This design comes from an exercise in tuning for small area, a short achievable clock period and few clock cycles on the open sky130 flow, not from production work. Only simulation tests tie the RTL to the original design; equivalence was not proved. Power and IR drop assume default switching activity.

==> flow/design.v <==
`timescale 1ns / 1ps
module task3(
    input [2:0] opcode,
    output reg done,
    output [23:0] out,
    input [7:0] in2,
    input [7:0] in1,
    input [7:0] in0,
    input clk,
    input rst
    );
    function [10:0] fx; input [3:0] v;
        case (v)
            4'd0: fx = 11'd0;
            4'd1: fx = 11'd13;
            4'd2: fx = 11'd36;
            4'd3: fx = 11'd69;
            4'd4: fx = 11'd112;
            4'd5: fx = 11'd165;
            4'd6: fx = 11'd228;
            4'd7: fx = 11'd301;
            4'd8: fx = 11'd384;
            4'd9: fx = 11'd477;
            4'd10: fx = 11'd580;
            4'd11: fx = 11'd693;
            4'd12: fx = 11'd816;
            4'd13: fx = 11'd949;
            4'd14: fx = 11'd1092;
            4'd15: fx = 11'd1245;
        endcase
    endfunction
    function [9:0] gy; input [3:0] v;
        case (v)
            4'd0: gy = 10'd0;
            4'd1: gy = 10'd1;
            4'd2: gy = 10'd10;
            4'd3: gy = 10'd27;
            4'd4: gy = 10'd52;
            4'd5: gy = 10'd85;
            4'd6: gy = 10'd126;
            4'd7: gy = 10'd175;
            4'd8: gy = 10'd232;
            4'd9: gy = 10'd297;
            4'd10: gy = 10'd370;
            4'd11: gy = 10'd451;
            4'd12: gy = 10'd540;
            4'd13: gy = 10'd637;
            4'd14: gy = 10'd742;
            4'd15: gy = 10'd855;
        endcase
    endfunction
    function [10:0] fz; input [3:0] v;
        case (v)
            4'd0: fz = 11'd13;
            4'd1: fz = 11'd17;
            4'd2: fz = 11'd33;
            4'd3: fz = 11'd61;
            4'd4: fz = 11'd101;
            4'd5: fz = 11'd153;
            4'd6: fz = 11'd217;
            4'd7: fz = 11'd293;
            4'd8: fz = 11'd381;
            4'd9: fz = 11'd481;
            4'd10: fz = 11'd593;
            4'd11: fz = 11'd717;
            4'd12: fz = 11'd853;
            4'd13: fz = 11'd1001;
            4'd14: fz = 11'd1161;
            4'd15: fz = 11'd1333;
        endcase
    endfunction
    reg k1, k2, k3;      
    reg [7:0] areg;      
    reg [23:0] oreg;     
    reg [12:0] creg;     
    reg e6, e5;          
    wire [12:0] pre_gi = oreg[12:0] & creg;
    wire [12:0] pre_pi = oreg[12:0] ^ creg;
    wire pre_g0_0 = pre_gi[0];
    wire pre_p0_0 = pre_pi[0];
    wire pre_g0_1 = pre_gi[1];
    wire pre_p0_1 = pre_pi[1];
    wire pre_g0_2 = pre_gi[2];
    wire pre_p0_2 = pre_pi[2];
    wire pre_g0_3 = pre_gi[3];
    wire pre_p0_3 = pre_pi[3];
    wire pre_g0_4 = pre_gi[4];
    wire pre_p0_4 = pre_pi[4];
    wire pre_g0_5 = pre_gi[5];
    wire pre_p0_5 = pre_pi[5];
    wire pre_g0_6 = pre_gi[6];
    wire pre_p0_6 = pre_pi[6];
    wire pre_g0_7 = pre_gi[7];
    wire pre_p0_7 = pre_pi[7];
    wire pre_g0_8 = pre_gi[8];
    wire pre_p0_8 = pre_pi[8];
    wire pre_g0_9 = pre_gi[9];
    wire pre_p0_9 = pre_pi[9];
    wire pre_g0_10 = pre_gi[10];
    wire pre_p0_10 = pre_pi[10];
    wire pre_g0_11 = pre_gi[11];
    wire pre_p0_11 = pre_pi[11];
    wire pre_g0_12 = pre_gi[12];
    wire pre_p0_12 = pre_pi[12];
    wire pre_g1_1 = pre_g0_1 | (pre_p0_1 & pre_g0_0);
    wire pre_p1_1 = pre_p0_1 & pre_p0_0;
    wire pre_g1_3 = pre_g0_3 | (pre_p0_3 & pre_g0_2);
    wire pre_p1_3 = pre_p0_3 & pre_p0_2;
    wire pre_g1_5 = pre_g0_5 | (pre_p0_5 & pre_g0_4);
    wire pre_p1_5 = pre_p0_5 & pre_p0_4;
    wire pre_g1_7 = pre_g0_7 | (pre_p0_7 & pre_g0_6);
    wire pre_p1_7 = pre_p0_7 & pre_p0_6;
    wire pre_g1_9 = pre_g0_9 | (pre_p0_9 & pre_g0_8);
    wire pre_p1_9 = pre_p0_9 & pre_p0_8;
    wire pre_g1_11 = pre_g0_11 | (pre_p0_11 & pre_g0_10);
    wire pre_p1_11 = pre_p0_11 & pre_p0_10;
    wire pre_g2_2 = pre_g0_2 | (pre_p0_2 & pre_g1_1);
    wire pre_p2_2 = pre_p0_2 & pre_p1_1;
    wire pre_g2_3 = pre_g1_3 | (pre_p1_3 & pre_g1_1);
    wire pre_p2_3 = pre_p1_3 & pre_p1_1;
    wire pre_g2_6 = pre_g0_6 | (pre_p0_6 & pre_g1_5);
    wire pre_p2_6 = pre_p0_6 & pre_p1_5;
    wire pre_g2_7 = pre_g1_7 | (pre_p1_7 & pre_g1_5);
    wire pre_p2_7 = pre_p1_7 & pre_p1_5;
    wire pre_g2_10 = pre_g0_10 | (pre_p0_10 & pre_g1_9);
    wire pre_p2_10 = pre_p0_10 & pre_p1_9;
    wire pre_g2_11 = pre_g1_11 | (pre_p1_11 & pre_g1_9);
    wire pre_p2_11 = pre_p1_11 & pre_p1_9;
    wire pre_g3_4 = pre_g0_4 | (pre_p0_4 & pre_g2_3);
    wire pre_p3_4 = pre_p0_4 & pre_p2_3;
    wire pre_g3_5 = pre_g1_5 | (pre_p1_5 & pre_g2_3);
    wire pre_p3_5 = pre_p1_5 & pre_p2_3;
    wire pre_g3_6 = pre_g2_6 | (pre_p2_6 & pre_g2_3);
    wire pre_p3_6 = pre_p2_6 & pre_p2_3;
    wire pre_g3_7 = pre_g2_7 | (pre_p2_7 & pre_g2_3);
    wire pre_p3_7 = pre_p2_7 & pre_p2_3;
    wire pre_g3_12 = pre_g0_12 | (pre_p0_12 & pre_g2_11);
    wire pre_p3_12 = pre_p0_12 & pre_p2_11;
    wire pre_g4_8 = pre_g0_8 | (pre_p0_8 & pre_g3_7);
    wire pre_p4_8 = pre_p0_8 & pre_p3_7;
    wire pre_g4_9 = pre_g1_9 | (pre_p1_9 & pre_g3_7);
    wire pre_p4_9 = pre_p1_9 & pre_p3_7;
    wire pre_g4_10 = pre_g2_10 | (pre_p2_10 & pre_g3_7);
    wire pre_p4_10 = pre_p2_10 & pre_p3_7;
    wire pre_g4_11 = pre_g2_11 | (pre_p2_11 & pre_g3_7);
    wire pre_p4_11 = pre_p2_11 & pre_p3_7;
    wire pre_g4_12 = pre_g3_12 | (pre_p3_12 & pre_g3_7);
    wire pre_p4_12 = pre_p3_12 & pre_p3_7;
    wire [12:0] pre = {(pre_pi[12] ^ pre_g4_11), (pre_pi[11] ^ pre_g4_10), (pre_pi[10] ^ pre_g4_9), (pre_pi[9] ^ pre_g4_8), (pre_pi[8] ^ pre_g3_7), (pre_pi[7] ^ pre_g3_6), (pre_pi[6] ^ pre_g3_5), (pre_pi[5] ^ pre_g3_4), (pre_pi[4] ^ pre_g2_3), (pre_pi[3] ^ pre_g2_2), (pre_pi[2] ^ pre_g1_1), (pre_pi[1] ^ pre_g0_0), (pre_pi[0])};
    assign out = {oreg[23:19] | {5{pre[12] & e5}}, oreg[18:13] | {6{pre[12] & e6}}, pre};
    wire [7:0] mx = oreg[7:0];
    wire [7:0] mz = oreg[15:8] & {8{k3}};
    wire m_1;
    wire m_2;
    wire m_3;
    wire m_4;
    wire m_5;
    wire m_6;
    wire m_7;
    wire m_8;
    wire m_9;
    wire m_10;
    wire m_11;
    wire m_12;
    wire m_13;
    wire m_14;
    wire m_15;
    wire m_16;
    wire m_17;
    wire m_18;
    wire m_19;
    wire m_20;
    wire m_21;
    wire m_22;
    wire m_23;
    wire m_24;
    wire m_25;
    wire m_26;
    wire m_27;
    wire m_28;
    wire m_29;
    wire m_30;
    wire m_31;
    wire m_32;
    wire m_33;
    wire m_34;
    wire m_35;
    wire m_36;
    wire m_37;
    wire m_38;
    wire m_39;
    wire m_40;
    wire m_41;
    wire m_42;
    wire m_43;
    wire m_44;
    wire m_45;
    wire m_46;
    wire m_47;
    wire m_48;
    wire m_49;
    wire m_50;
    wire m_51;
    wire m_52;
    wire m_53;
    wire m_54;
    wire m_55;
    wire m_56;
    wire m_57;
    wire m_58;
    wire m_59;
    wire m_60;
    wire m_61;
    wire m_62;
    wire m_63;
    wire m_64;
    wire m_65;
    wire m_66;
    wire m_67;
    wire m_68;
    wire m_69;
    wire m_70;
    wire m_71;
    wire m_72;
    wire m_73;
    wire m_74;
    wire m_75;
    wire m_76;
    wire m_77;
    wire m_78;
    wire m_79;
    wire m_80;
    wire m_81;
    wire m_82;
    wire m_83;
    wire m_84;
    wire m_85;
    wire m_86;
    wire m_87;
    wire m_88;
    wire m_89;
    wire m_90;
    wire m_91;
    wire m_92;
    wire m_93;
    wire m_94;
    wire m_95;
    wire m_96;
    wire m_97;
    wire m_98;
    assign m_1 = (mx[0] & areg[5]) ^ (mx[1] & areg[4]);
    assign m_2 = (mx[0] & areg[5]) & (mx[1] & areg[4]);
    assign m_3 = (mx[0] & areg[6]) ^ (mx[1] & areg[5]) ^ (mx[2] & areg[4]);
    assign m_4 = ((mx[0] & areg[6]) & (mx[1] & areg[5])) | ((mx[0] & areg[6]) & (mx[2] & areg[4])) | ((mx[1] & areg[5]) & (mx[2] & areg[4]));
    assign m_5 = (mx[3] & areg[3]) ^ (mx[4] & areg[2]);
    assign m_6 = (mx[3] & areg[3]) & (mx[4] & areg[2]);
    assign m_7 = (mx[0] & areg[7]) ^ (mx[1] & areg[6]) ^ (mx[2] & areg[5]);
    assign m_8 = ((mx[0] & areg[7]) & (mx[1] & areg[6])) | ((mx[0] & areg[7]) & (mx[2] & areg[5])) | ((mx[1] & areg[6]) & (mx[2] & areg[5]));
    assign m_9 = (mx[3] & areg[4]) ^ (mx[4] & areg[3]) ^ (mx[5] & areg[2]);
    assign m_10 = ((mx[3] & areg[4]) & (mx[4] & areg[3])) | ((mx[3] & areg[4]) & (mx[5] & areg[2])) | ((mx[4] & areg[3]) & (mx[5] & areg[2]));
    assign m_11 = (mx[6] & areg[1]) ^ (mx[7] & areg[0]);
    assign m_12 = (mx[6] & areg[1]) & (mx[7] & areg[0]);
    assign m_13 = (mx[1] & areg[7]) ^ (mx[2] & areg[6]) ^ (mx[3] & areg[5]);
    assign m_14 = ((mx[1] & areg[7]) & (mx[2] & areg[6])) | ((mx[1] & areg[7]) & (mx[3] & areg[5])) | ((mx[2] & areg[6]) & (mx[3] & areg[5]));
    assign m_15 = (mx[4] & areg[4]) ^ (mx[5] & areg[3]) ^ (mx[6] & areg[2]);
    assign m_16 = ((mx[4] & areg[4]) & (mx[5] & areg[3])) | ((mx[4] & areg[4]) & (mx[6] & areg[2])) | ((mx[5] & areg[3]) & (mx[6] & areg[2]));
    assign m_17 = (mx[2] & areg[7]) ^ (mx[3] & areg[6]) ^ (mx[4] & areg[5]);
    assign m_18 = ((mx[2] & areg[7]) & (mx[3] & areg[6])) | ((mx[2] & areg[7]) & (mx[4] & areg[5])) | ((mx[3] & areg[6]) & (mx[4] & areg[5]));
    assign m_19 = (mx[0] & areg[3]) ^ (mx[1] & areg[2]);
    assign m_20 = (mx[0] & areg[3]) & (mx[1] & areg[2]);
    assign m_21 = (mx[0] & areg[4]) ^ (mx[1] & areg[3]) ^ (mx[2] & areg[2]);
    assign m_22 = ((mx[0] & areg[4]) & (mx[1] & areg[3])) | ((mx[0] & areg[4]) & (mx[2] & areg[2])) | ((mx[1] & areg[3]) & (mx[2] & areg[2]));
    assign m_23 = (mx[3] & areg[1]) ^ (mx[4] & areg[0]);
    assign m_24 = (mx[3] & areg[1]) & (mx[4] & areg[0]);
    assign m_25 = (mx[2] & areg[3]) ^ (mx[3] & areg[2]) ^ (mx[4] & areg[1]);
    assign m_26 = ((mx[2] & areg[3]) & (mx[3] & areg[2])) | ((mx[2] & areg[3]) & (mx[4] & areg[1])) | ((mx[3] & areg[2]) & (mx[4] & areg[1]));
    assign m_27 = (mx[5] & areg[0]) ^ mz[5] ^ m_1;
    assign m_28 = ((mx[5] & areg[0]) & mz[5]) | ((mx[5] & areg[0]) & m_1) | (mz[5] & m_1);
    assign m_29 = (mx[5] & areg[1]) ^ (mx[6] & areg[0]) ^ mz[6];
    assign m_30 = ((mx[5] & areg[1]) & (mx[6] & areg[0])) | ((mx[5] & areg[1]) & mz[6]) | ((mx[6] & areg[0]) & mz[6]);
    assign m_31 = m_2 ^ m_3 ^ m_5;
    assign m_32 = (m_2 & m_3) | (m_2 & m_5) | (m_3 & m_5);
    assign m_33 = mz[7] ^ m_4 ^ m_6;
    assign m_34 = (mz[7] & m_4) | (mz[7] & m_6) | (m_4 & m_6);
    assign m_35 = m_7 ^ m_9 ^ m_11;
    assign m_36 = (m_7 & m_9) | (m_7 & m_11) | (m_9 & m_11);
    assign m_37 = (mx[7] & areg[1]) ^ m_8 ^ m_10;
    assign m_38 = ((mx[7] & areg[1]) & m_8) | ((mx[7] & areg[1]) & m_10) | (m_8 & m_10);
    assign m_39 = m_12 ^ m_13 ^ m_15;
    assign m_40 = (m_12 & m_13) | (m_12 & m_15) | (m_13 & m_15);
    assign m_41 = (mx[5] & areg[4]) ^ (mx[6] & areg[3]) ^ (mx[7] & areg[2]);
    assign m_42 = ((mx[5] & areg[4]) & (mx[6] & areg[3])) | ((mx[5] & areg[4]) & (mx[7] & areg[2])) | ((mx[6] & areg[3]) & (mx[7] & areg[2]));
    assign m_43 = m_14 ^ m_16 ^ m_17;
    assign m_44 = (m_14 & m_16) | (m_14 & m_17) | (m_16 & m_17);
    assign m_45 = (mx[3] & areg[7]) ^ (mx[4] & areg[6]) ^ (mx[5] & areg[5]);
    assign m_46 = ((mx[3] & areg[7]) & (mx[4] & areg[6])) | ((mx[3] & areg[7]) & (mx[5] & areg[5])) | ((mx[4] & areg[6]) & (mx[5] & areg[5]));
    assign m_47 = (mx[6] & areg[4]) ^ (mx[7] & areg[3]) ^ m_18;
    assign m_48 = ((mx[6] & areg[4]) & (mx[7] & areg[3])) | ((mx[6] & areg[4]) & m_18) | ((mx[7] & areg[3]) & m_18);
    assign m_49 = (mx[4] & areg[7]) ^ (mx[5] & areg[6]) ^ (mx[6] & areg[5]);
    assign m_50 = ((mx[4] & areg[7]) & (mx[5] & areg[6])) | ((mx[4] & areg[7]) & (mx[6] & areg[5])) | ((mx[5] & areg[6]) & (mx[6] & areg[5]));
    assign m_51 = (mx[0] & areg[2]) ^ (mx[1] & areg[1]);
    assign m_52 = (mx[0] & areg[2]) & (mx[1] & areg[1]);
    assign m_53 = (mx[2] & areg[1]) ^ (mx[3] & areg[0]) ^ mz[3];
    assign m_54 = ((mx[2] & areg[1]) & (mx[3] & areg[0])) | ((mx[2] & areg[1]) & mz[3]) | ((mx[3] & areg[0]) & mz[3]);
    assign m_55 = mz[4] ^ m_20 ^ m_21;
    assign m_56 = (mz[4] & m_20) | (mz[4] & m_21) | (m_20 & m_21);
    assign m_57 = m_22 ^ m_24 ^ m_25;
    assign m_58 = (m_22 & m_24) | (m_22 & m_25) | (m_24 & m_25);
    assign m_59 = m_26 ^ m_28 ^ m_29;
    assign m_60 = (m_26 & m_28) | (m_26 & m_29) | (m_28 & m_29);
    assign m_61 = m_30 ^ m_32 ^ m_33;
    assign m_62 = (m_30 & m_32) | (m_30 & m_33) | (m_32 & m_33);
    assign m_63 = m_34 ^ m_36 ^ m_37;
    assign m_64 = (m_34 & m_36) | (m_34 & m_37) | (m_36 & m_37);
    assign m_65 = m_38 ^ m_40 ^ m_41;
    assign m_66 = (m_38 & m_40) | (m_38 & m_41) | (m_40 & m_41);
    assign m_67 = m_42 ^ m_44 ^ m_45;
    assign m_68 = (m_42 & m_44) | (m_42 & m_45) | (m_44 & m_45);
    assign m_69 = (mx[7] & areg[4]) ^ m_46 ^ m_48;
    assign m_70 = ((mx[7] & areg[4]) & m_46) | ((mx[7] & areg[4]) & m_48) | (m_46 & m_48);
    assign m_71 = (mx[5] & areg[7]) ^ (mx[6] & areg[6]) ^ (mx[7] & areg[5]);
    assign m_72 = ((mx[5] & areg[7]) & (mx[6] & areg[6])) | ((mx[5] & areg[7]) & (mx[7] & areg[5])) | ((mx[6] & areg[6]) & (mx[7] & areg[5]));
    assign m_73 = (mx[0] & areg[1]) ^ (mx[1] & areg[0]);
    assign m_74 = (mx[0] & areg[1]) & (mx[1] & areg[0]);
    assign m_75 = (mx[2] & areg[0]) ^ mz[2] ^ m_51;
    assign m_76 = ((mx[2] & areg[0]) & mz[2]) | ((mx[2] & areg[0]) & m_51) | (mz[2] & m_51);
    assign m_77 = m_19 ^ m_52 ^ m_53;
    assign m_78 = (m_19 & m_52) | (m_19 & m_53) | (m_52 & m_53);
    assign m_79 = m_23 ^ m_54 ^ m_55;
    assign m_80 = (m_23 & m_54) | (m_23 & m_55) | (m_54 & m_55);
    assign m_81 = m_27 ^ m_56 ^ m_57;
    assign m_82 = (m_27 & m_56) | (m_27 & m_57) | (m_56 & m_57);
    assign m_83 = m_31 ^ m_58 ^ m_59;
    assign m_84 = (m_31 & m_58) | (m_31 & m_59) | (m_58 & m_59);
    assign m_85 = m_35 ^ m_60 ^ m_61;
    assign m_86 = (m_35 & m_60) | (m_35 & m_61) | (m_60 & m_61);
    assign m_87 = m_39 ^ m_62 ^ m_63;
    assign m_88 = (m_39 & m_62) | (m_39 & m_63) | (m_62 & m_63);
    assign m_89 = m_43 ^ m_64 ^ m_65;
    assign m_90 = (m_43 & m_64) | (m_43 & m_65) | (m_64 & m_65);
    assign m_91 = m_47 ^ m_66 ^ m_67;
    assign m_92 = (m_47 & m_66) | (m_47 & m_67) | (m_66 & m_67);
    assign m_93 = m_49 ^ m_68 ^ m_69;
    assign m_94 = (m_49 & m_68) | (m_49 & m_69) | (m_68 & m_69);
    assign m_95 = m_50 ^ m_70 ^ m_71;
    assign m_96 = (m_50 & m_70) | (m_50 & m_71) | (m_70 & m_71);
    assign m_97 = (mx[6] & areg[7]) ^ (mx[7] & areg[6]) ^ m_72;
    assign m_98 = ((mx[6] & areg[7]) & (mx[7] & areg[6])) | ((mx[6] & areg[7]) & m_72) | ((mx[7] & areg[6]) & m_72);
    wire [15:0] pa = {1'b0, (mx[7] & areg[7]), m_96, m_94, m_92, m_90, m_88, m_86, m_84, m_82, m_80, m_78, m_76, m_74, mz[1], (mx[0] & areg[0])};
    wire [15:0] pb = {1'b0, m_98, m_97, m_95, m_93, m_91, m_89, m_87, m_85, m_83, m_81, m_79, m_77, m_75, m_73, mz[0]};
    wire [15:0] prod_gi = pa & pb;
    wire [15:0] prod_pi = pa ^ pb;
    wire prod_g0_0 = prod_gi[0];
    wire prod_p0_0 = prod_pi[0];
    wire prod_g0_1 = prod_gi[1];
    wire prod_p0_1 = prod_pi[1];
    wire prod_g0_2 = prod_gi[2];
    wire prod_p0_2 = prod_pi[2];
    wire prod_g0_3 = prod_gi[3];
    wire prod_p0_3 = prod_pi[3];
    wire prod_g0_4 = prod_gi[4];
    wire prod_p0_4 = prod_pi[4];
    wire prod_g0_5 = prod_gi[5];
    wire prod_p0_5 = prod_pi[5];
    wire prod_g0_6 = prod_gi[6];
    wire prod_p0_6 = prod_pi[6];
    wire prod_g0_7 = prod_gi[7];
    wire prod_p0_7 = prod_pi[7];
    wire prod_g0_8 = prod_gi[8];
    wire prod_p0_8 = prod_pi[8];
    wire prod_g0_9 = prod_gi[9];
    wire prod_p0_9 = prod_pi[9];
    wire prod_g0_10 = prod_gi[10];
    wire prod_p0_10 = prod_pi[10];
    wire prod_g0_11 = prod_gi[11];
    wire prod_p0_11 = prod_pi[11];
    wire prod_g0_12 = prod_gi[12];
    wire prod_p0_12 = prod_pi[12];
    wire prod_g0_13 = prod_gi[13];
    wire prod_p0_13 = prod_pi[13];
    wire prod_g0_14 = prod_gi[14];
    wire prod_p0_14 = prod_pi[14];
    wire prod_g0_15 = prod_gi[15];
    wire prod_p0_15 = prod_pi[15];
    wire prod_g1_1 = prod_g0_1 | (prod_p0_1 & prod_g0_0);
    wire prod_p1_1 = prod_p0_1 & prod_p0_0;
    wire prod_g1_3 = prod_g0_3 | (prod_p0_3 & prod_g0_2);
    wire prod_p1_3 = prod_p0_3 & prod_p0_2;
    wire prod_g1_5 = prod_g0_5 | (prod_p0_5 & prod_g0_4);
    wire prod_p1_5 = prod_p0_5 & prod_p0_4;
    wire prod_g1_7 = prod_g0_7 | (prod_p0_7 & prod_g0_6);
    wire prod_p1_7 = prod_p0_7 & prod_p0_6;
    wire prod_g1_9 = prod_g0_9 | (prod_p0_9 & prod_g0_8);
    wire prod_p1_9 = prod_p0_9 & prod_p0_8;
    wire prod_g1_11 = prod_g0_11 | (prod_p0_11 & prod_g0_10);
    wire prod_p1_11 = prod_p0_11 & prod_p0_10;
    wire prod_g1_13 = prod_g0_13 | (prod_p0_13 & prod_g0_12);
    wire prod_p1_13 = prod_p0_13 & prod_p0_12;
    wire prod_g1_15 = prod_g0_15 | (prod_p0_15 & prod_g0_14);
    wire prod_p1_15 = prod_p0_15 & prod_p0_14;
    wire prod_g2_2 = prod_g0_2 | (prod_p0_2 & prod_g1_1);
    wire prod_p2_2 = prod_p0_2 & prod_p1_1;
    wire prod_g2_3 = prod_g1_3 | (prod_p1_3 & prod_g1_1);
    wire prod_p2_3 = prod_p1_3 & prod_p1_1;
    wire prod_g2_6 = prod_g0_6 | (prod_p0_6 & prod_g1_5);
    wire prod_p2_6 = prod_p0_6 & prod_p1_5;
    wire prod_g2_7 = prod_g1_7 | (prod_p1_7 & prod_g1_5);
    wire prod_p2_7 = prod_p1_7 & prod_p1_5;
    wire prod_g2_10 = prod_g0_10 | (prod_p0_10 & prod_g1_9);
    wire prod_p2_10 = prod_p0_10 & prod_p1_9;
    wire prod_g2_11 = prod_g1_11 | (prod_p1_11 & prod_g1_9);
    wire prod_p2_11 = prod_p1_11 & prod_p1_9;
    wire prod_g2_14 = prod_g0_14 | (prod_p0_14 & prod_g1_13);
    wire prod_p2_14 = prod_p0_14 & prod_p1_13;
    wire prod_g2_15 = prod_g1_15 | (prod_p1_15 & prod_g1_13);
    wire prod_p2_15 = prod_p1_15 & prod_p1_13;
    wire prod_g3_4 = prod_g0_4 | (prod_p0_4 & prod_g2_3);
    wire prod_p3_4 = prod_p0_4 & prod_p2_3;
    wire prod_g3_5 = prod_g1_5 | (prod_p1_5 & prod_g2_3);
    wire prod_p3_5 = prod_p1_5 & prod_p2_3;
    wire prod_g3_6 = prod_g2_6 | (prod_p2_6 & prod_g2_3);
    wire prod_p3_6 = prod_p2_6 & prod_p2_3;
    wire prod_g3_7 = prod_g2_7 | (prod_p2_7 & prod_g2_3);
    wire prod_p3_7 = prod_p2_7 & prod_p2_3;
    wire prod_g3_12 = prod_g0_12 | (prod_p0_12 & prod_g2_11);
    wire prod_p3_12 = prod_p0_12 & prod_p2_11;
    wire prod_g3_13 = prod_g1_13 | (prod_p1_13 & prod_g2_11);
    wire prod_p3_13 = prod_p1_13 & prod_p2_11;
    wire prod_g3_14 = prod_g2_14 | (prod_p2_14 & prod_g2_11);
    wire prod_p3_14 = prod_p2_14 & prod_p2_11;
    wire prod_g3_15 = prod_g2_15 | (prod_p2_15 & prod_g2_11);
    wire prod_p3_15 = prod_p2_15 & prod_p2_11;
    wire prod_g4_8 = prod_g0_8 | (prod_p0_8 & prod_g3_7);
    wire prod_p4_8 = prod_p0_8 & prod_p3_7;
    wire prod_g4_9 = prod_g1_9 | (prod_p1_9 & prod_g3_7);
    wire prod_p4_9 = prod_p1_9 & prod_p3_7;
    wire prod_g4_10 = prod_g2_10 | (prod_p2_10 & prod_g3_7);
    wire prod_p4_10 = prod_p2_10 & prod_p3_7;
    wire prod_g4_11 = prod_g2_11 | (prod_p2_11 & prod_g3_7);
    wire prod_p4_11 = prod_p2_11 & prod_p3_7;
    wire prod_g4_12 = prod_g3_12 | (prod_p3_12 & prod_g3_7);
    wire prod_p4_12 = prod_p3_12 & prod_p3_7;
    wire prod_g4_13 = prod_g3_13 | (prod_p3_13 & prod_g3_7);
    wire prod_p4_13 = prod_p3_13 & prod_p3_7;
    wire prod_g4_14 = prod_g3_14 | (prod_p3_14 & prod_g3_7);
    wire prod_p4_14 = prod_p3_14 & prod_p3_7;
    wire prod_g4_15 = prod_g3_15 | (prod_p3_15 & prod_g3_7);
    wire prod_p4_15 = prod_p3_15 & prod_p3_7;
    wire [15:0] prod = {(prod_pi[15] ^ prod_g4_14), (prod_pi[14] ^ prod_g4_13), (prod_pi[13] ^ prod_g4_12), (prod_pi[12] ^ prod_g4_11), (prod_pi[11] ^ prod_g4_10), (prod_pi[10] ^ prod_g4_9), (prod_pi[9] ^ prod_g4_8), (prod_pi[8] ^ prod_g3_7), (prod_pi[7] ^ prod_g3_6), (prod_pi[6] ^ prod_g3_5), (prod_pi[5] ^ prod_g3_4), (prod_pi[4] ^ prod_g2_3), (prod_pi[3] ^ prod_g2_2), (prod_pi[2] ^ prod_g1_1), (prod_pi[1] ^ prod_g0_0), (prod_pi[0])};
    wire t7 = opcode[2] & opcode[0];         
    wire [12:0] s0 = t7 ? {2'b0, fx(in0[3:0])} : {5'd0, in0};
    wire [12:0] s1 = (t7 ? {3'b0, gy(in1[3:0])} : {5'd0, in1}) ^ {13{opcode[0]}};
    wire [12:0] s2 = opcode[2] ? (opcode[0] ? {2'b0, fz(in2[3:0])} : {5'd0, in2}) : 13'd0;
    wire [12:0] cs_s = s0 ^ s1 ^ s2;
    wire [12:0] cs_m = (s0 & s1) | (s0 & s2) | (s1 & s2);
    wire [12:0] cs_c = {cs_m[11:0], opcode[0]};
    wire sc = (opcode[2] == opcode[1]);      
    reg [23:0] res;
    always @* begin
        if (sc)
            res = {11'd0, cs_s};
        else if (opcode == 3'd3)
            res = {17'd0, in0[7:1]};
        else                                 
            res = k1 ? {8'd0, prod} : k2 ? {prod[7:0], prod[15:8], oreg[15:8]}
                : k3 ? {prod, oreg[23:16]} : {16'd0, opcode[2] ? in0 : in1};
    end
    wire mul = (opcode == 3'd2) | (opcode == 3'd4) | (opcode == 3'd5);
    wire last = !mul | ((opcode == 3'd5) ? k3 : k1);
    always @(posedge clk) begin
        areg <= in0;
        if (!rst) begin
            done <= 1'b0;
            k1 <= 1'b0;
            k2 <= 1'b0;
            k3 <= 1'b0;
        end else if (!done) begin
            oreg <= res;
            creg <= sc ? cs_c : 13'd0;
            e6 <= sc;
            e5 <= sc & ~opcode[2];
            k1 <= !(k1 | k2 | k3);
            k2 <= k1;
            k3 <= k2;
            if (last)
                done <= 1'b1;
        end
    end
endmodule
==> flow/flow/run.sh <==
#!/bin/bash
set -euo pipefail
cd "$(dirname "$0")/.."
bash standard.sh finish \
  SETUP_SLACK_MARGIN=7.2 \
  "BUFFER_PORTS_ARGS=-buffer_cell sky130_fd_sc_hd__buf_1" \
  > run_standard.log 2>&1
==> flow/standard.sh <==
#!/bin/bash
# synth_recipe.tcl (not shown) runs the flow's synth.tcl, then flattens the netlist and writes it again
# the make line also repeats each setting of config.mk as NAME=value (left out here)
make -C /OpenROAD-flow-scripts/flow DESIGN_CONFIG=/design/flow/config.mk WORK_HOME=/design/flow/orfs CLKGATE_MAP_FILE= SYNTH_SCRIPT=/design/flow/synth_recipe.tcl "${@:-finish}"
==> flow/config.mk <==
export PLATFORM = sky130hd
export DESIGN_NAME = task3
export DESIGN_NICKNAME = task3
export VERILOG_FILES = /design/flow/design.v
export SDC_FILE = /design/flow/constraint.sdc
export NUM_CORES = 4
export LEC_CHECK = 0
export ABC_AREA = 1
export CAP_MARGIN = 20
export CORE_MARGIN = 2
export CORE_UTILIZATION = 85
export CTS_BUF_LIST = sky130_fd_sc_hd__clkbuf_4 sky130_fd_sc_hd__clkbuf_8
export SLEW_MARGIN = 20
==> flow/constraint.sdc <==
create_clock -name core_clock -period 12.0 [get_ports {clk}]
set_input_delay 2.4000 -clock core_clock [delete_from_list [all_inputs] [get_ports {clk}]]
set_output_delay 2.4000 -clock core_clock [all_outputs]
set_load 0.01 [all_outputs]
==> results of run 1 <==
## power by group through the flow
| stage | Sequential [mW] | Clock (mW) | Combinational, mW |
|---|---|---|---|
| 2_1_floorplan | 0.222 | 0 | 0.463 |
| 3_3_place_gp | 0.242 | 0 | 0.575 |
| 3_5_place_dp | 0.244 | 0 | 0.623 |
| 4_1_cts | 0.233 | 0.128 | 0.659 |
## how the worst max path moves through the flow
stage / slack [ns] / end / start / cells after the start
2_1_floorplan: 7.51 / creg[0]$_SDFFCE_PN0P_ / rst / 2
3_3_place_gp: 6.72 / oreg[7]$_DFFE_PP_ / opcode[2] / 9
3_5_place_dp: 6.60 / oreg[7]$_DFFE_PP_ / opcode[2] / 9
4_1_cts: 7.21 / out[9] / oreg[2]$_DFFE_PP_ / 9
## logic make-up after synthesis
logic type,Yosys count
flops,50
compound gates,126
buf+inv,203
xor+xnor,15
simple gates,303
fa+ha+maj,113
## timing repair
item,4_1_cts
gates resized for setup,17
endpoints found under the setup margin,38
buffers inserted,11
pin swaps,2
## Yosys cell counts (all sizes together)
master     n  share of area (%)
o21a       1               0.12
xor2      10                1.4
o221ai     2               0.28
o211ai    10                1.2
o2111ai    4               0.57
a21o       4               0.49
o21ai     41                3.5
inv      169                 10
nand3     42                3.4
a22o       1               0.14
o311ai     2               0.28
a22oi      1               0.12
edfxtp    38                 19
nor2      39                2.6
o22ai      6               0.61
nor3       5               0.59
o31ai      1               0.12
nand3b     2               0.24
and2       2               0.20
a21oi     45                3.7
buf        9               0.87
a31oi      3               0.30
a211oi     2               0.24
dfxtp     12                3.9
nand2    212                 13
a21boi     1               0.12
ha        52                 11
a32oi      1               0.14
fa        61                 20
clkbuf    25                1.5
xnor2      5               0.71
nand4      1               0.10
a221oi     1               0.14
## metal layers
metal / GRT overflow / track usage [%]
met5: 1 / 18.8
met3: 1 / 65.1
met4: 17 / 79.6
met1: 1 / 80.3
met2: 21 / 95.5
## per-stage QoR
stage	std cells	util, %
4_1_cts	948	92.6
2_1_floorplan	810	-
3_3_place_gp	929	88.9
3_5_place_dp	929	88.9
==> results.yml, run 1 <==
status:
  status: "stopped before the end"
  stop_stage: "global routing (5_1_grt)"
  first-error: "[ERROR GRT-0232] Routing congestion too high. Check the congestion heatmap in the GUI."
die:
  num_rows: 31
  io_pins: 54
  chipHeight_um: 89.1
  initial_utilization_pct: 86.3
  die_x_um: 89.1
clocking:
  cts_buffers: 5
  root_buffer: "clkbuf_8"
  ctsHoldBuffers: 0
  cts-htree-levels: 2
  cts.path.max_buffers: 2
  cts_num_sinks: 50
placement:
  dp_slack_ns: 6.60
  place_congestion: 1.03
  dpl.hpwl_um: 13300
  placed_area_mm2: 0.00635
  numPortBuffers: 53
synthesis:
  yosys.area_share.simple_pct: 20.3
  avgSynthCellArea_um2: 7.60
  synth_nets: 952
  yosys_warnings: 1
  synthXorXnorAreaFrac_pct: 2.13
  synth_top_family_by_area: "adder cells"
  synthCells: 810
  synthAdderAreaFrac_pct: 30.4
  synthDistinctLibCells: 43
  muxShareOfSynthArea_pct: 0
  synth_area_mm2: 0.00616
  seq_area_frac_synth_pct: 22.4
  ys_seq_elements: 50
  synth_compound_area_share_pct: 12.0
global_routing:
  grt_max_degree: 39
  grt.total_usage_pct: 79.5
  gr-total-overflow: 41
sta:
  worstEpCategory: "sequential cell input"
  postGrtWorstEndpoint: "oreg[9]$_DFFE_PP_/D"
Testbench counts, summed over its fixed seeds: cycles 21,090.
==> run 2, diff against run 1 <==
--- a/flow/config.mk
+++ b/flow/config.mk
@@ -9,5 +9,5 @@
 export CAP_MARGIN = 20
 export CORE_MARGIN = 2
-export CORE_UTILIZATION = 85
+export CORE_UTILIZATION = 60
 export CTS_BUF_LIST = sky130_fd_sc_hd__clkbuf_4 sky130_fd_sc_hd__clkbuf_8
 export SLEW_MARGIN = 20
==> results.yml, run 2 <==
status:
  status: "timing/DRC/antenna clean"
synthesis:
  avgSynthCellArea_um2: 7.60
  synthArstFlopShare_pct: 0
  synth_area_mm2: 0.00616
  ys_seq_elements: 50
  synth_edf_count: 38
  synth_nets: 952
  synthDistinctLibCells: 43
  seq_area_frac_synth_pct: 22.4
  ys_top_cells_by_area: "fa_1, edfxtp_1, nand2_1, ha_1, inv_1"
  synthTopCellsByCount: "nand2_1, inv_1, fa_1"
  yosysMostFrequentCell: "nand2_1"
  yosysTopAreaCell: "fa_1"
  synth_ff_type: "edfxtp_1"
  synth_top_area_share_pct: 19.8
  synthCells: 810
  yosys_warnings: 1
detailed_routing:
  drt-total-wl_um: 17600
  viasPerCell: 5.69
  firstDrtPassIters: 5
  drtAntennaViolNets: 0
  vias: 5648
  drc_errors: 0
  routedWlPerCell_um: 17.7
  drt_iter0_markers: 535
power_and_ir_drop:
  powerDensity_mw_per_mm2: 153
  p_leak_nw: 3.54
  finalPower_mw: 1.05
  ir_drop_mv: 0.0794
sta:
  finalClockSkew_ns: 0.0158
  report.final.hold_viol_count: 0
  fmax_mhz: 210
  setup_viol_count_final: 0
  setup_ws_ns: 7.25
  period_share_pct: 39.6
  rsz0062_at_grt: "yes"
  final_max_slew_viol_count: 0
  maxSlewHeadroom_pct: 47.4
  timing.hold.ws_ns: 0.581
  setup_tns_ns: 0
  min_period_ns: 4.75
  tightestPinTransition_ns: 0.790
cells_and_area:
  final_common_cell: "nand2_1"
  n_antenna_cell: 0
  largest-register: "oreg"
  nets: 1001
  multi_input_area_mm2: 0.00415
  fill_cells: 790
  postLayoutCoreUtil_pct: 69.5
  top_regs: "oreg x24, creg x12, areg x8"
  largest_register_ffs: 24
  synthToLayoutAreaGrowth_pct: 11.3
  seq_area_mm2: 0.00138
  mostFrequentLayoutCells: "nand2_1, inv_1, fa_1"
  final_layout_size_suffix_gt1_share_pct: 9.19
placement:
  dpl.hpwl_um: 13600
  numPortBuffers: 53
  place_congestion: 0.968
  dp_slack_ns: 6.54
die:
  die_x_um: 105
  initial_utilization_pct: 62.4
  chipHeight_um: 105
  coreArea_mm2: 0.00986
  die-area_mm2: 0.0111
  io_pins: 54
  num_rows: 36
global_routing:
  grt_max_degree: 39
  grt_antenna_before_repair: 0
  grt_pass1_vias: 5501
  grt.total_usage_pct: 32.4
  gr-total-overflow: 0
  grt_pass1_wl_um: 27800
clocking:
  cts_num_sinks: 50
  cts_tree: "built"
  cts_buffers: 5
  clkSlewWorstSetupHoldPaths_ns: 0.10
  insertion_delay_ns: 0.34
  cts.path.max_buffers: 2
  cts-htree-levels: 2
  ctsHoldBuffers: 0
  root_buffer: "clkbuf_8"
setup_path:
  end_kind: "primary output"
  arrival_ns: 2.35
  critical_path_class: "reg -> out"
  required_ns: 9.60
  setup.worst_path.start_class: "register"
  cp_max_fo: 4
min_path:
  worstHoldPathType: "reg -> reg"
job:
  drv_cap: 0
[run 2: layer usage]
layer | GRT usage, % | routed length, µm | up-vias
li1 | - | - | 2639
met1 | 41.1 | 7080 | 2676
met2 | 55.4 | 8630 | 281
met3 | 3.77 | 1190 | 52
met4 | 14.5 | 680 | 0
met5 | 0 | 0 | -
[run 2: metrics by stage]
step	std cells	cell area [µm²]
after CTS	984	6620
after detailed placement	963	6390
after floorplan	810	6160
final	993	6850
after global placement	963	6390
after global routing	993	6850
[run 2: logic make-up (layout without fill, tap and decap cells)]
| group | Yosys count | in the layout | synth area share [%] |
|---|---|---|---|
| simple gates | 303 | 303 | 20.3 |
| buf+inv | 203 | 253 | 12.8 |
| compound gates | 126 | 126 | 12.0 |
| fa+ha+maj | 113 | 113 | 30.4 |
| flops | 50 | 50 | 22.4 |
| xor+xnor | 15 | 15 | 2.13 |
[run 2: power by group]
part | internal [mW] | switching [mW] | leakage (nW)
combinational | 0.263 | 0.437 | 3.02
sequential | 0.210 | 0.0240 | 0.470
clock | 0.0438 | 0.0675 | 0.0506
[run 2: worst paths after layout]
| kind | start | end | slack (ns) | cells after the start |
|---|---|---|---|---|
| worst max-delay path | oreg[0]$_DFFE_PP_ | out[8] | 7.25 | 10 |
| worst min-delay path | done$_SDFF_PN0_ | k3$_SDFFE_PN0N_ | 0.58 | 1 |
| worst max register to register | oreg[0]$_DFFE_PP_ | oreg[9]$_DFFE_PP_ | 7.38 | 19 |
| worst min register to register | done$_SDFF_PN0_ | k3$_SDFFE_PN0N_ | 0.58 | 1 |
[run 2: layout make-up]
| class | count | area share (%) |
|---|---|---|
| repair buffers | 76 | 6.10 |
| inverters | 169 | 9.30 |
| well taps | 133 | 2.43 |
| clock inverters | 3 | 0.420 |
| clock buffers | 5 | 1.00 |
| flip-flops and latches | 50 | 20.2 |
| multi-input cells | 557 | 60.6 |
[run 2: what timing repair did]
| item | 4_1_cts | 5_1_grt |
|---|---|---|
| gates resized for setup | 13 | 36 |
| setup endpoints to repair | 39 | 21 |
| cloned | 0 | 0 |
| pin swaps | 0 | 7 |
| buffers inserted | 13 | 8 |
[run 2: critical path, stage by stage (launching register included)]
cell	delay, ns
edfxtp_1	0.40
ha_2	0.19
inv_2	0.04
fa_2	0.32
inv_2	0.07
nand3_2	0.06
nand2_2	0.10
nand3_2	0.09
nand3_4	0.15
fa_2	0.47
buf_6	0.13
==> run 3, diff against run 2 <==
--- a/flow/config.mk
+++ b/flow/config.mk
@@ -9,5 +9,5 @@
 export CAP_MARGIN = 20
 export CORE_MARGIN = 2
-export CORE_UTILIZATION = 60
+export CORE_UTILIZATION = 70
 export CTS_BUF_LIST = sky130_fd_sc_hd__clkbuf_4 sky130_fd_sc_hd__clkbuf_8
 export SLEW_MARGIN = 20
==> results.yml, run 3 <==
detailed_routing:
  viasPerCell: 5.92
  drt_iter0_markers: 512
  drc_errors: 0
  drtAntennaViolNets: 0
  routedWlPerCell_um: 18.0
  drt-total-wl_um: 17200
  firstDrtPassIters: 5
  vias: 5671
setup_path:
  setup.worst_path.start_class: "register"
  end_kind: "primary output"
  cp_max_fo: 4
  cp_cell_sequence: "ha_1 > a21oi_1 > nand3_4 > fa_2 > xor2_1 > clkbuf_2"
  max_stage_delay_ns: 0.49
  critical_path_class: "reg -> out"
  critPathTopFamily: "adder cells"
  arrival_ns: 2.30
  required_ns: 9.60
  worst-path-buf-inv: 1
  cpMaxStageDelayCell: "edfxtp_1"
global_routing:
  grt_max_degree: 39
  grt_antenna_before_repair: 0
  grt_pass1_wl_um: 28300
  grt_pass1_vias: 5751
  grt.total_usage_pct: 37.7
  gr-total-overflow: 0
placement:
  placed_area_mm2: 0.00637
  dpl.hpwl_um: 13800
  place_congestion: 1.01
  numPortBuffers: 53
die:
  die_x_um: 97.8
  initial_utilization_pct: 71.3
  die-area_mm2: 0.00956
  chipHeight_um: 97.8
  coreArea_mm2: 0.00864
  num_rows: 34
  io_pins: 54
sta:
  maxSlewHeadroom_pct: 28.3
  period_share_pct: 39.2
  setup_tns_ns: 0
  setup_viol_count_final: 0
  min_period_ns: 4.70
  report.final.hold_viol_count: 0
  finalClockSkew_ns: 0.0190
  rsz0062_at_grt: "yes"
  timing.hold.ws_ns: 0.593
  final_max_slew_viol_count: 0
  fmax_mhz: 213
  tightestPinTransition_ns: 1.07
synthesis:
  synthTopCellsByCount: "nand2_1, inv_1, fa_1"
  yosys_warnings: 1
  yosysMostFrequentCell: "nand2_1"
  synthCells: 810
  ys_seq_elements: 50
  ys_top_cells_by_area: "fa_1, edfxtp_1, nand2_1, ha_1, inv_1"
  synth_nets: 952
  synth_ff_type: "edfxtp_1"
  synth_area_mm2: 0.00616
  synthArstFlopShare_pct: 0
  synthDistinctLibCells: 43
  yosysTopAreaCell: "fa_1"
  avgSynthCellArea_um2: 7.60
  seq_area_frac_synth_pct: 22.4
  synth_top_area_share_pct: 19.8
  synth_edf_count: 38
power_and_ir_drop:
  pwr-share-seq_pct: 22.3
  power.share.clock_pct: 11.9
  ir_drop_mv: 0.0792
  p_int_uw: 526
  p_leak_nw: 3.45
  p_comb_share_pct: 65.8
  p_sw_uw: 519
  switching_share_pct: 49.7
  powerDensity_mw_per_mm2: 157
min_path:
  worstHoldPathType: "reg -> reg"
cells_and_area:
  final_common_cell: "nand2_1"
  fin_area_mm2: 0.00668
  top_regs: "oreg x24, creg x12, areg x8"
  n_antenna_cell: 0
  largest_register_ffs: 24
  nets: 991
  synthToLayoutAreaGrowth_pct: 8.41
  largest-register: "oreg"
  fill_cells: 617
  mostFrequentLayoutCells: "nand2_1, inv_1, fa_1"
  final_layout_size_suffix_gt1_share_pct: 6.12
clocking:
  clkSlewWorstSetupHoldPaths_ns: 0.10
  cts_buffers: 5
  cts_num_sinks: 50
  cts_tree: "built"
  cts.path.max_buffers: 2
  root_buffer: "clkbuf_8"
  ctsHoldBuffers: 0
  insertion_delay_ns: 0.31
  cts-htree-levels: 2
job:
  drv_cap: 0
status:
  status: "timing/DRC/antenna clean"
## run 3: cell counts after synthesis
Identical to the previous run, type by type.
## run 3: per-stage QoR
step                      util, %  power, mW  setup WS, ns  instances
after global placement       73.7      0.846          6.65        939
after global routing         77.3       1.13          7.19        958
after floorplan                 -      0.684          7.51        810
final                        77.3       1.04          7.30        958
after CTS                    76.3       1.00          7.20        957
after detailed placement     73.7      0.870          6.51        939
## run 3: worst paths after layout
path / startpoint / slack [ns] / end / depth (start not counted)
min: done$_SDFF_PN0_ / 0.59 / k2$_SDFFE_PN0N_ / 1
min reg2reg: done$_SDFF_PN0_ / 0.59 / k2$_SDFFE_PN0N_ / 1
max reg2reg: oreg[1]$_DFFE_PP_ / 7.40 / oreg[9]$_DFFE_PP_ / 18
max: oreg[7]$_DFFE_PP_ / 7.30 / out[9] / 6
## run 3: layout make-up
cell class                      count  area, µm²  share of cell area [%]
Tap cell                          108        135                    2.02
Multi-Input combinational cell    557       4100                    61.4
Clock inverter                      2       37.5                   0.562
Timing Repair Buffer               66        309                    4.63
Sequential cell                    50       1390                    20.7
Inverter                          169        637                    9.54
Clock buffer                        6       76.3                    1.14
## run 3: repair_timing
action / in CTS / in global routing
pin swaps: 0 / 3
resized for setup: 9 / 18
setup buffers: 10 / 1
cloned: 0 / 0
endpoints found under the setup margin: 41 / 25
## run 3: cells by family (layout without fill, tap and decap cells)
group	Yosys count	after routing	share of synthesized area [%]
compound gates	126	126	12.0
xor+xnor	15	15	2.13
fa+ha+maj	113	113	30.4
buf+inv	203	243	12.8
flops	50	50	22.4
simple gates	303	303	20.3
## run 3: routing by layer
metal / up-vias / track usage [%] / part of all wire [%]
li1: 2618 / - / -
met1: 2666 / 46.9 / 37
met2: 315 / 63.8 / 49
met3: 72 / 5.44 / 8.4
met4: 0 / 20.3 / 5.7
met5: - / 0 / 0
## run 3: worst reg2reg max path, stage by stage, from the launching register on
cell,delay (ns)
edfxtp_1,0.39
buf_6,0.16
nand2_1,0.09
fa_1,0.42
fa_1,0.53
inv_1,0.07
fa_1,0.56
fa_1,0.50
ha_4,0.32
nand2_1,0.06
nor2_1,0.10
nand2_1,0.09
nand2_4,0.10
inv_1,0.07
fa_1,0.46
xor2_2,0.21
o22ai_1,0.10
nand2_1,0.08
o21ai_0,0.07
## run 3: power groups by stage
stage | clock [mW] | sequential (mW) | combinational (mW)
2_1_floorplan | 0 | 0.222 | 0.463
3_3_place_gp | 0 | 0.243 | 0.602
3_5_place_dp | 0 | 0.243 | 0.626
4_1_cts | 0.123 | 0.231 | 0.649
5_1_grt | 0.129 | 0.234 | 0.767
6_report | 0.124 | 0.233 | 0.688
==> run 4, diff against run 3 <==
--- a/flow/config.mk
+++ b/flow/config.mk
@@ -7,7 +7,7 @@
 export LEC_CHECK = 0
 export ABC_AREA = 1
-export CAP_MARGIN = 20
+export CAP_MARGIN = 0
 export CORE_MARGIN = 2
 export CORE_UTILIZATION = 70
 export CTS_BUF_LIST = sky130_fd_sc_hd__clkbuf_4 sky130_fd_sc_hd__clkbuf_8
-export SLEW_MARGIN = 20
+export SLEW_MARGIN = 0
==> results.yml, run 4 <==
die:
  die-area_mm2: 0.00956
  io_pins: 54
  coreArea_mm2: 0.00864
  die_x_um: 97.8
  chipHeight_um: 97.8
  initial_utilization_pct: 71.3
  num_rows: 34
synthesis:
  synth_nets: 952
  seq_area_frac_synth_pct: 22.4
  synth_top_family_by_area: "adder cells"
  yosysMostFrequentCell: "nand2_1"
  synthCells: 810
  synthDistinctLibCells: 43
  muxShareOfSynthArea_pct: 0
  yosys_warnings: 1
  synth_compound_area_share_pct: 12.0
  avgSynthCellArea_um2: 7.60
  synthAdderAreaFrac_pct: 30.4
  synth_top_area_share_pct: 19.8
  ys_top_cells_by_area: "fa_1, edfxtp_1, nand2_1, ha_1, inv_1"
  synthTopCellsByCount: "nand2_1, inv_1, fa_1"
  synthArstFlopShare_pct: 0
  synth_ff_type: "edfxtp_1"
  synth_area_mm2: 0.00616
  synthXorXnorAreaFrac_pct: 2.13
  ys_seq_elements: 50
  synth_edf_count: 38
  yosys.area_share.simple_pct: 20.3
  yosysTopAreaCell: "fa_1"
sta:
  min_period_ns: 4.70
  timing.hold.ws_ns: 0.593
  fmax_mhz: 213
  final_max_slew_viol_count: 0
  setup_ws_ns: 7.30
  period_share_pct: 39.2
  setup_tns_ns: 0
  rsz0062_at_grt: "yes"
  maxSlewHeadroom_pct: 28.3
  finalClockSkew_ns: 0.0190
  report.final.hold_viol_count: 0
  setup_viol_count_final: 0
  tightestPinTransition_ns: 1.07
global_routing:
  grt_max_degree: 39
  grt_pass1_vias: 5751
  gr-total-overflow: 0
  grt_antenna_before_repair: 0
  grt.total_usage_pct: 37.7
  grt_pass1_wl_um: 28300
min_path:
  hold_start: "done$_SDFF_PN0_"
  min_to: "k2$_SDFFE_PN0N_"
  min_path_cells: 1
  worstHoldPathType: "reg -> reg"
setup_path:
  critical_path_class: "reg -> out"
  arrival_ns: 2.30
  setup.worst_path.start_class: "register"
  end_kind: "primary output"
  required_ns: 9.60
  rrSetupSlack_ns: 7.40
  max_stage_delay_ns: 0.49
  timing.rr.end: "oreg[9]$_DFFE_PP_"
  r2r_cells: 18
  worstSetupStartpoint: "oreg[7]$_DFFE_PP_"
  cpMaxStageDelayCell: "edfxtp_1"
  rr_startpoint: "oreg[1]$_DFFE_PP_"
  cp_cell_sequence: "ha_1 > a21oi_1 > nand3_4 > fa_2 > xor2_1 > clkbuf_2"
  cp_max_fo: 4
power_and_ir_drop:
  powerDensity_mw_per_mm2: 157
  ir_drop_mv: 0.0792
  finalPower_mw: 1.04
  p_leak_nw: 3.45
placement:
  place_congestion: 1.01
  dp_slack_ns: 6.51
  placed_area_mm2: 0.00637
  dpl.hpwl_um: 13800
  dp_cells: 939
  numPortBuffers: 53
detailed_routing:
  drt_iter0_markers: 512
  routedWlPerCell_um: 18.0
  drtAntennaViolNets: 0
  firstDrtPassIters: 5
  viasPerCell: 5.92
  drt-total-wl_um: 17200
  drc_errors: 0
  vias: 5671
clocking:
  cts_buffers: 5
  cts-htree-levels: 2
  root_buffer: "clkbuf_8"
  insertion_delay_ns: 0.31
  ctsHoldBuffers: 0
  clkSlewWorstSetupHoldPaths_ns: 0.10
  cts.path.max_buffers: 2
  cts_tree: "built"
  cts_num_sinks: 50
cells_and_area:
  final_layout_size_suffix_gt1_share_pct: 6.12
  fin_area_mm2: 0.00668
  largest_register_ffs: 24
  n_antenna_cell: 0
  fill_cells: 617
  final_common_cell: "nand2_1"
  top_regs: "oreg x24, creg x12, areg x8"
  largest-register: "oreg"
  stdcell_count: 958
  synthToLayoutAreaGrowth_pct: 8.41
  nets: 991
  postLayoutCoreUtil_pct: 77.3
  mostFrequentLayoutCells: "nand2_1, inv_1, fa_1"
job:
  drv_cap: 0
status:
  status: "timing/DRC/antenna clean"
## run 4: worst max-delay path by stage
stage	end	slack, ns	depth (start not counted)
after floorplan	creg[0]$_SDFFCE_PN0P_	7.51	2
after global placement	oreg[7]$_DFFE_PP_	6.65	9
after detailed placement	oreg[7]$_DFFE_PP_	6.51	9
after CTS	out[14]	7.20	13
after global routing	out[8]	7.19	10
final	out[9]	7.30	6
## run 4: power breakdown
part | switching [mW] | total [mW] | internal (mW)
Sequential | 0.0224 | 0.233 | 0.210
Clock | 0.0594 | 0.124 | 0.0646
Combinational | 0.437 | 0.688 | 0.251
## run 4: critical path: cells and delay by family (launching register included)
| family | cells | cell delay [ns] |
|---|---|---|
| buffers and inverters | 1 | 0.16 |
| DFF | 1 | 0.49 |
| xor gates and xnor gates | 1 | 0.18 |
| adders and majority gates | 2 | 0.74 |
| and+or+nand+nor | 1 | 0.17 |
| AOI/OAI and AO/OA | 1 | 0.25 |
## run 4: cell type report
cell class                 instances  area [µm²]  area share (%)
clock buffer                       6        76.3            1.14
clock inverter                     2        37.5           0.562
inverter                         169         637            9.54
multi-input combinational        557        4100            61.4
sequential                        50        1390            20.7
tap                              108         135            2.02
timing repair buffer              66         309            4.63
## run 4: routing by layer
layer	part of all wire [%]	vias up	GRT usage, %
met5	0	-	0
met4	5.7	0	20.3
met3	8.4	72	5.44
met2	49	315	63.8
met1	37	2666	46.9
li1	-	2618	-
## run 4: cells by family (layout without fill, tap and decap cells)
family                     after synthesis  count (layout)
and+or+nand+nor                        303             303
buffers and inverters                  203             243
AOI/OAI and AO/OA                      126             126
adders and majority gates              113             113
DFF                                     50              50
xor gates and xnor gates                15              15
## run 4: timing repair
action	4_1_cts	5_1_grt
setup endpoints to repair	41	25
setup buffers	10	1
gates resized for setup	9	18
pin swaps	0	3

==> re-timing with driven ports <==
The results above use ideal ports. As a check the final layouts listed here were re-extracted and re-timed, cells and wires unchanged. Step 1: set_driving_cell puts a clkbuf_16 on clk and a buf_2 on each other input, an assumption about the parent block. Step 2 also shifts input and output timing later by t, the mid clock arrival at the registers, as if the neighbouring blocks saw the same clock. Slacks: ideal / step 1 / step 2; pairs: ideal / step 1.
run | t, ns | slack for setup (ns) | worst data-port slew with drivers (ns)
run 2 | 0.365 | 7.248 / 7.212 / 7.024 | 0.04
run 3 | 0.335 | 7.302 / 7.270 / 7.074 | 0.04
run 4 | 0.335 | 7.302 / 7.270 / 7.074 | 0.04
After both steps every run listed still meets setup and hold.
